Background: an optimization exercise with open tools, aiming at small area and a short achievable clock period. Do not read the settings as production practice.
In this exercise RTL edits were held to simulation tests only and were not proved equivalent to the original.
The flow treats the clock pin as an ideal source, which a real chip does not have.
Power and IR drop assume default switching activity.

==> flow/design.v, too long to show whole: its modules and the start of the top module <==
// module fa_m: 4 lines
// module ha_m: 4 lines
// module vedic_multiplier_32x32_pipelined: 4209 lines
module vedic_multiplier_32x32_pipelined(
    input clk,
    input [31:0] a, b,
    output reg [63:0] result_32x32
);
  // ...
==> flow/flow/run.sh <==
#!/bin/bash
# Own layout flow: the standard ORFS flow (standard.sh, unchanged synthesis)
# with two changes:
#  - the I/O port buffers are sky130_fd_sc_hd__buf_2 cells instead of the
#    delay-cell buffer that buffer_ports picks by default;
#  - after CTS, post_cts.tcl drops the clock tree's root buffer when it only
#    feeds the few first-level clock buffers (one stage less for every register).
# make's full output goes to standard_flow.log here; ORFS keeps each step's log
# under orfs/logs/.
set -euo pipefail
here=$(pwd)
bash standard.sh "BUFFER_PORTS_ARGS=-buffer_cell sky130_fd_sc_hd__buf_2" \
  "POST_CTS_TCL=$here/flow/post_cts.tcl" finish > standard_flow.log 2>&1
==> flow/flow/post_cts.tcl <==
set block [ord::get_db_block]
set clknet [[$block findBTerm clk] getNet]
set loads {}
foreach it [$clknet getITerms] { lappend loads $it }
if {[llength $loads] == 1} {
  set root [[lindex $loads 0] getInst]
  set master [[$root getMaster] getName]
  set out [$root findITerm X]
  if {[string match "sky130_fd_sc_hd__clkbuf_*" $master] && $out ne "NULL"} {
    set onet [$out getNet]
    set sinks {}
    foreach it [$onet getITerms] {
      if {[$it getInst] ne $root} { lappend sinks $it }
    }
    set ok [expr {[llength $sinks] <= 4 && [llength [$onet getBTerms]] == 0}]
    foreach it $sinks {
      if {![string match "sky130_fd_sc_hd__clkbuf_*" [[[$it getInst] getMaster] getName]]} { set ok 0 }
    }
    if {$ok} {
      puts "post_cts: removing root clock buffer [$root getName] ($master), port clk now feeds [llength $sinks] buffers"
      foreach it $sinks { $it disconnect; $it connect $clknet }
      [lindex $loads 0] disconnect
      odb::dbInst_destroy $root
      odb::dbNet_destroy $onet
    } else {
      puts "post_cts: root clock buffer kept"
    }
  }
}
==> flow/standard.sh <==
#!/bin/bash
# synth_recipe.tcl (not shown) runs the flow's synth.tcl, then flattens the netlist and writes it again
# the make line also repeats each setting of config.mk as NAME=value (left out here)
make -C /OpenROAD-flow-scripts/flow DESIGN_CONFIG=/design/flow/config.mk WORK_HOME=/design/flow/orfs CLKGATE_MAP_FILE= SYNTH_SCRIPT=/design/flow/synth_recipe.tcl "${@:-finish}"
==> flow/config.mk <==
export PLATFORM = sky130hd
export DESIGN_NAME = vedic_multiplier_32x32_pipelined
export DESIGN_NICKNAME = vedic_multiplier_32x32_pipelined
export VERILOG_FILES = /design/flow/design.v
export SDC_FILE = /design/flow/constraint.sdc
export NUM_CORES = 4
export LEC_CHECK = 0
export ABC_AREA = 1
export CAP_MARGIN = 30
export CORE_MARGIN = 2
export CORE_UTILIZATION = 55
export CTS_CLUSTER_DIAMETER = 120
export CTS_CLUSTER_SIZE = 26
export SLEW_MARGIN = 50
export SYNTH_HIERARCHICAL = 1
export SYNTH_MINIMUM_KEEP_SIZE = 0
==> flow/constraint.sdc <==
create_clock -name core_clock -period 11.5 [get_ports {clk}]
set_input_delay 2.3000 -clock core_clock [delete_from_list [all_inputs] [get_ports {clk}]]
set_output_delay 2.3000 -clock core_clock [all_outputs]
set_load 0.01 [all_outputs]
==> impl_metrics.json, run 1 <==
{
  "worst_hold_path_type": "reg -> reg",
  "top_area_cell_class": "multi-input combinational cells",
  "status": "no timing/DRC/antenna violations",
  "largest_register_ff_count": 221,
  "half_perimeter_wire_length_of_the_detailed_placement_result_um": 61000,
  "fmax_ghz": 0.310,
  "top_consumer": "combinational cells",
  "wl_met2_um": 42600,
  "timing.final.hold_violations": 0,
  "seq_cell_count": 529,
  "worst_setup_path_end_kind": "output port",
  "area.share.sequential_pct": 30.5,
  "final.signal_buffer_count": 192,
  "layout.cells.most_common": "sky130_fd_sc_hd__xor2_1",
  "synth-main-ff-cell": "sky130_fd_sc_hd__dfxtp_1",
  "grt_setup_unrepaired": "false",
  "antenna_violating_nets_post_route": 0,
  "die_y_um": 250,
  "synth_common_cells": "sky130_fd_sc_hd__xor2_1, sky130_fd_sc_hd__dfxtp_1, sky130_fd_sc_hd__o22ai_1, sky130_fd_sc_hd__fa_1, sky130_fd_sc_hd__clkbuf_1",
  "pin_count_of_the_biggest_net_entering_global_routing": 36,
  "detail_route.wirelength_um": 96700,
  "drive_above_1_share_pct": 9.87,
  "final.setup.tns_ns": 0,
  "synth_top_family_by_area": "adder cells",
  "met3_wirelength_um": 11800,
  "final-seq-area_sq_um": 10700,
  "timing.reg2reg.worst_path_depth": 8,
  "nonClkBufAreaFrac_pct": 3.27,
  "finalSetupViolations": 0,
  "yosys.area_share.xor_xnor_pct": 15.0,
  "postSynthNetCount": 3692,
  "route.detailed.vias_per_inst": 6.21,
  "design.core.area_sq_um": 60000,
  "wire_length_of_the_first_global_routing_pass_um": 148000,
  "critPathLaunchType": "flop",
  "overflow": 0
}
==> run 2, diff against run 1 <==
--- a/flow/config.mk
+++ b/flow/config.mk
@@ -6,11 +6,11 @@
 export NUM_CORES = 4
 export LEC_CHECK = 0
 export ABC_AREA = 1
-export CAP_MARGIN = 30
+export CAP_MARGIN = 50
 export CORE_MARGIN = 2
 export CORE_UTILIZATION = 55
 export CTS_CLUSTER_DIAMETER = 120
 export CTS_CLUSTER_SIZE = 26
-export SLEW_MARGIN = 50
+export SLEW_MARGIN = 70
 export SYNTH_HIERARCHICAL = 1
 export SYNTH_MINIMUM_KEEP_SIZE = 0
==> impl_metrics.json, run 2 <==
{
  "crit_family": "flip-flops",
  "worst_pin_slew_ns": 0.478,
  "worst_ep_required_time_ns": 9.20,
  "core.rowCount": 90,
  "place_congestion": 0.902,
  "antenna_violations_before_repair": 5,
  "route.detailed.vias_per_inst": 6.24,
  "critical_path_cell_by_cell": "buf_2",
  "initial_core_util_pct": 55.4,
  "synth-main-ff-cell": "sky130_fd_sc_hd__dfxtp_1",
  "count_leader_synth": "sky130_fd_sc_hd__xor2_1",
  "final.setup.worst_slack_ns": 8.27,
  "largest_register_ff_count": 221,
  "critical_path.max_stage_delay_ns": 0.33,
  "clkLatencyLatePin_ns": 0.48,
  "power_mw": 11.0,
  "post_synthesis_sequential_element_count": 529,
  "drive_above_1_share_pct": 10.7,
  "synth_edf_count": 0,
  "routed-via-count": 23400,
  "critPathLaunchType": "flop",
  "synth_seq_area_share_pct": 31.8,
  "status": "no timing/DRC/antenna violations",
  "critical-path-slowest-cell": "sky130_fd_sc_hd__dfxtp_1",
  "clkPwrFrac_pct": 8.7,
  "grt_pass1_vias": 24900,
  "postSynthNetCount": 3692,
  "die_y_um": 250,
  "antenna_violating_nets_post_route": 0,
  "synth_largest_area_cell": "sky130_fd_sc_hd__dfxtp_1",
  "fmax_ghz": 0.310,
  "worst_hold_path_type": "reg -> reg",
  "power.density_nw_per_um2": 307,
  "drc_violations": 0,
  "synthesized_area_per_cell_sq_um": 11.0,
  "yosysWarningCount": 7,
  "post-synth-top-area-fraction_pct": 31.8,
  "holdWs_ns": 0.323,
  "maxSlewViolCount": 0,
  "timing.final.hold_violations": 0,
  "final.setup.tns_ns": 0,
  "number_of_distinct_library_cells_after_synthesis": 35,
  "layout_common_cells": "sky130_fd_sc_hd__xor2_1, sky130_fd_sc_hd__dfxtp_1, sky130_fd_sc_hd__o22ai_1",
  "overflow": 0,
  "synth_async_sr_flop_share_pct": 0,
  "detail_route.wirelength_um": 97300,
  "synth.top_cells.by_area": "sky130_fd_sc_hd__dfxtp_1, sky130_fd_sc_hd__fa_1, sky130_fd_sc_hd__xor2_1",
  "critical_path_peak_fanout": 1,
  "final.period_utilization_pct": 28.1,
  "seq_power_share_pct": 29.1,
  "finish.cell_count_without_fillers": 3756,
  "worst_setup_hold_path_clk_slew_ns": 0.10,
  "cap_viol_max_count": 0,
  "largestRegisters": "r2 (221), r3 (99)",
  "floorplan.io_pins": 129,
  "pin_count_of_the_biggest_net_entering_global_routing": 34,
  "overall_global_routing_usage_pct": 31.1,
  "clock_sink_count": 529,
  "crit_arrival_ns": 0.93,
  "firstDrtPassIters": 6,
  "layout.cells.most_common": "sky130_fd_sc_hd__xor2_1",
  "worstSetupPathType": "reg -> out",
  "port_buffers": 128,
  "finalSetupViolations": 0,
  "synth_common_cells": "sky130_fd_sc_hd__xor2_1, sky130_fd_sc_hd__dfxtp_1, sky130_fd_sc_hd__o22ai_1, sky130_fd_sc_hd__fa_1, sky130_fd_sc_hd__clkbuf_1",
  "drt-wirelength-per-cell_um": 25.9,
  "antenna_cells": 0,
  "power_frac_comb_pct": 62.2,
  "post-route-min-period_ns": 3.23,
  "half_perimeter_wire_length_of_the_detailed_placement_result_um": 63700,
  "placed_cells": 3722,
  "syn_to_final_growth_pct": 7.80,
  "power.ir.vdd_worst_mv": 0.265,
  "wire_length_of_the_first_global_routing_pass_um": 149000,
  "die_width_um": 250,
  "tritoncts": "built",
  "place_ws_ns": 8.59,
  "synth_area_sq_um": 33300,
  "filler_cell_count": 4876,
  "design.core.area_sq_um": 60000,
  "finalClockSkew_ns": 0.0430,
  "switching_power_share_of_the_total_pct": 44.7,
  "die_area_sq_um": 62500,
  "cp.buffers_inverters": 1,
  "drt-initial-drc-count": 2531,
  "grt_setup_unrepaired": "false",
  "post_synth_inst_count": 3016,
  "registers.top_by_ff_count": "r2",
  "switchingPower_mw": 4.92,
  "worst_setup_path_end_kind": "output port",
  "timing.max_slew.rel_slack_pct": 68.1,
  "power.internal_mw": 6.09,
  "leakage_nw": 15.4,
  "num-nets-final": 3643
}
==> run 2: modules after synthesis (local to each module, per instance) <==
module	area, sq um	times used	flops+latches	cells inside
fa_m	20.0	468	0	1
ha_m	12.5	107	0	1
vedic_multiplier_32x32_pipelined	22600	1	529	2441
==> run 2: routing by layer <==
| layer | global-route usage (%) | up-vias | wire length [um] |
|---|---|---|---|
| met2 | 47.9 | 1528 | 43700 |
| met1 | 42.0 | 11800 | 38600 |
| met4 | 11.2 | 6 | 3480 |
| li1 | - | 9844 | - |
| met5 | 0 | - | 43 |
| met3 | 8.87 | 284 | 11500 |
==> run 2: power groups by stage <==
stage          Clock [mW]  Combinational, mW  Sequential (mW)
2_1_floorplan           0               4.86             3.17
3_3_place_gp            0               6.55             3.26
3_5_place_dp            0               6.83             3.24
5_1_grt              1.06               7.79             3.28
6_report            0.961               6.84             3.20
==> run 2: metrics by stage <==
step / util, % / instance area [sq um]
after floorplan: - / 33300
after global placement: 57.0 / 34200
after detailed placement: 58.6 / 35200
after global routing: 59.7 / 35900
final: 59.7 / 35900
==> run 2: path summary, 6_finish.rpt <==
check / from / endpoint / slack, ns / cells after the start
worst min-delay path: r3[9] / p3[9] / 0.32 / 0
worst max-delay path: result_32x32[47] / result_32x32[47] / 8.27 / 1
worst max register to register: a_r[18] / r2[66] / 8.57 / 6
worst min register to register: r3[9] / p3[9] / 0.32 / 0
==> run 2: area by class of cell <==
type | instances | area, sq um | share of cell area (%)
Inverter | 139 | 522 | 1.46
Sequential cell | 529 | 10700 | 29.8
Timing Repair Buffer | 218 | 2060 | 5.74
Tap cell | 782 | 978 | 2.73
Clock buffer | 30 | 623 | 1.74
Clock inverter | 2 | 21.3 | 0.0593
Multi-Input combinational cell | 2056 | 21000 | 58.5
==> run 2: kinds of logic after synthesis <==
logic type      after synthesis  share of synthesized area [%]
fa+ha+maj                   611                           33.5
flops                       529                           31.8
compound gates              555                           10.4
xor+xnor                    568                           15.0
buf+inv                     431                           5.09
simple gates                322                           4.19

[what the ideal ports hide]
Ports are ideal in the flow. The routed layouts listed here were re-timed in OpenROAD.
Step 1 assumes that a clkbuf_16 drives the clock port and a buf_2 every other input.
Step 2 also shifts input and output timing later by t, the mid clock arrival at the registers, as if the neighbouring blocks saw the same clock.
Three values: ideal, step 1, step 2; two values: the first two.
run | t, ns | setup slack, ns | worst setup path after step 2 | latest minus earliest clock arrival (ns) | pins driven straight from the clock port
run 1 | 0.538 | 8.277 / 8.199 / 8.285 | register to register | 0.039 / 0.039 | 2
run 2 | 0.534 | 8.271 / 8.192 / 8.572 | register to register | 0.050 / 0.050 | 2
After both steps every run listed still meets setup and hold.
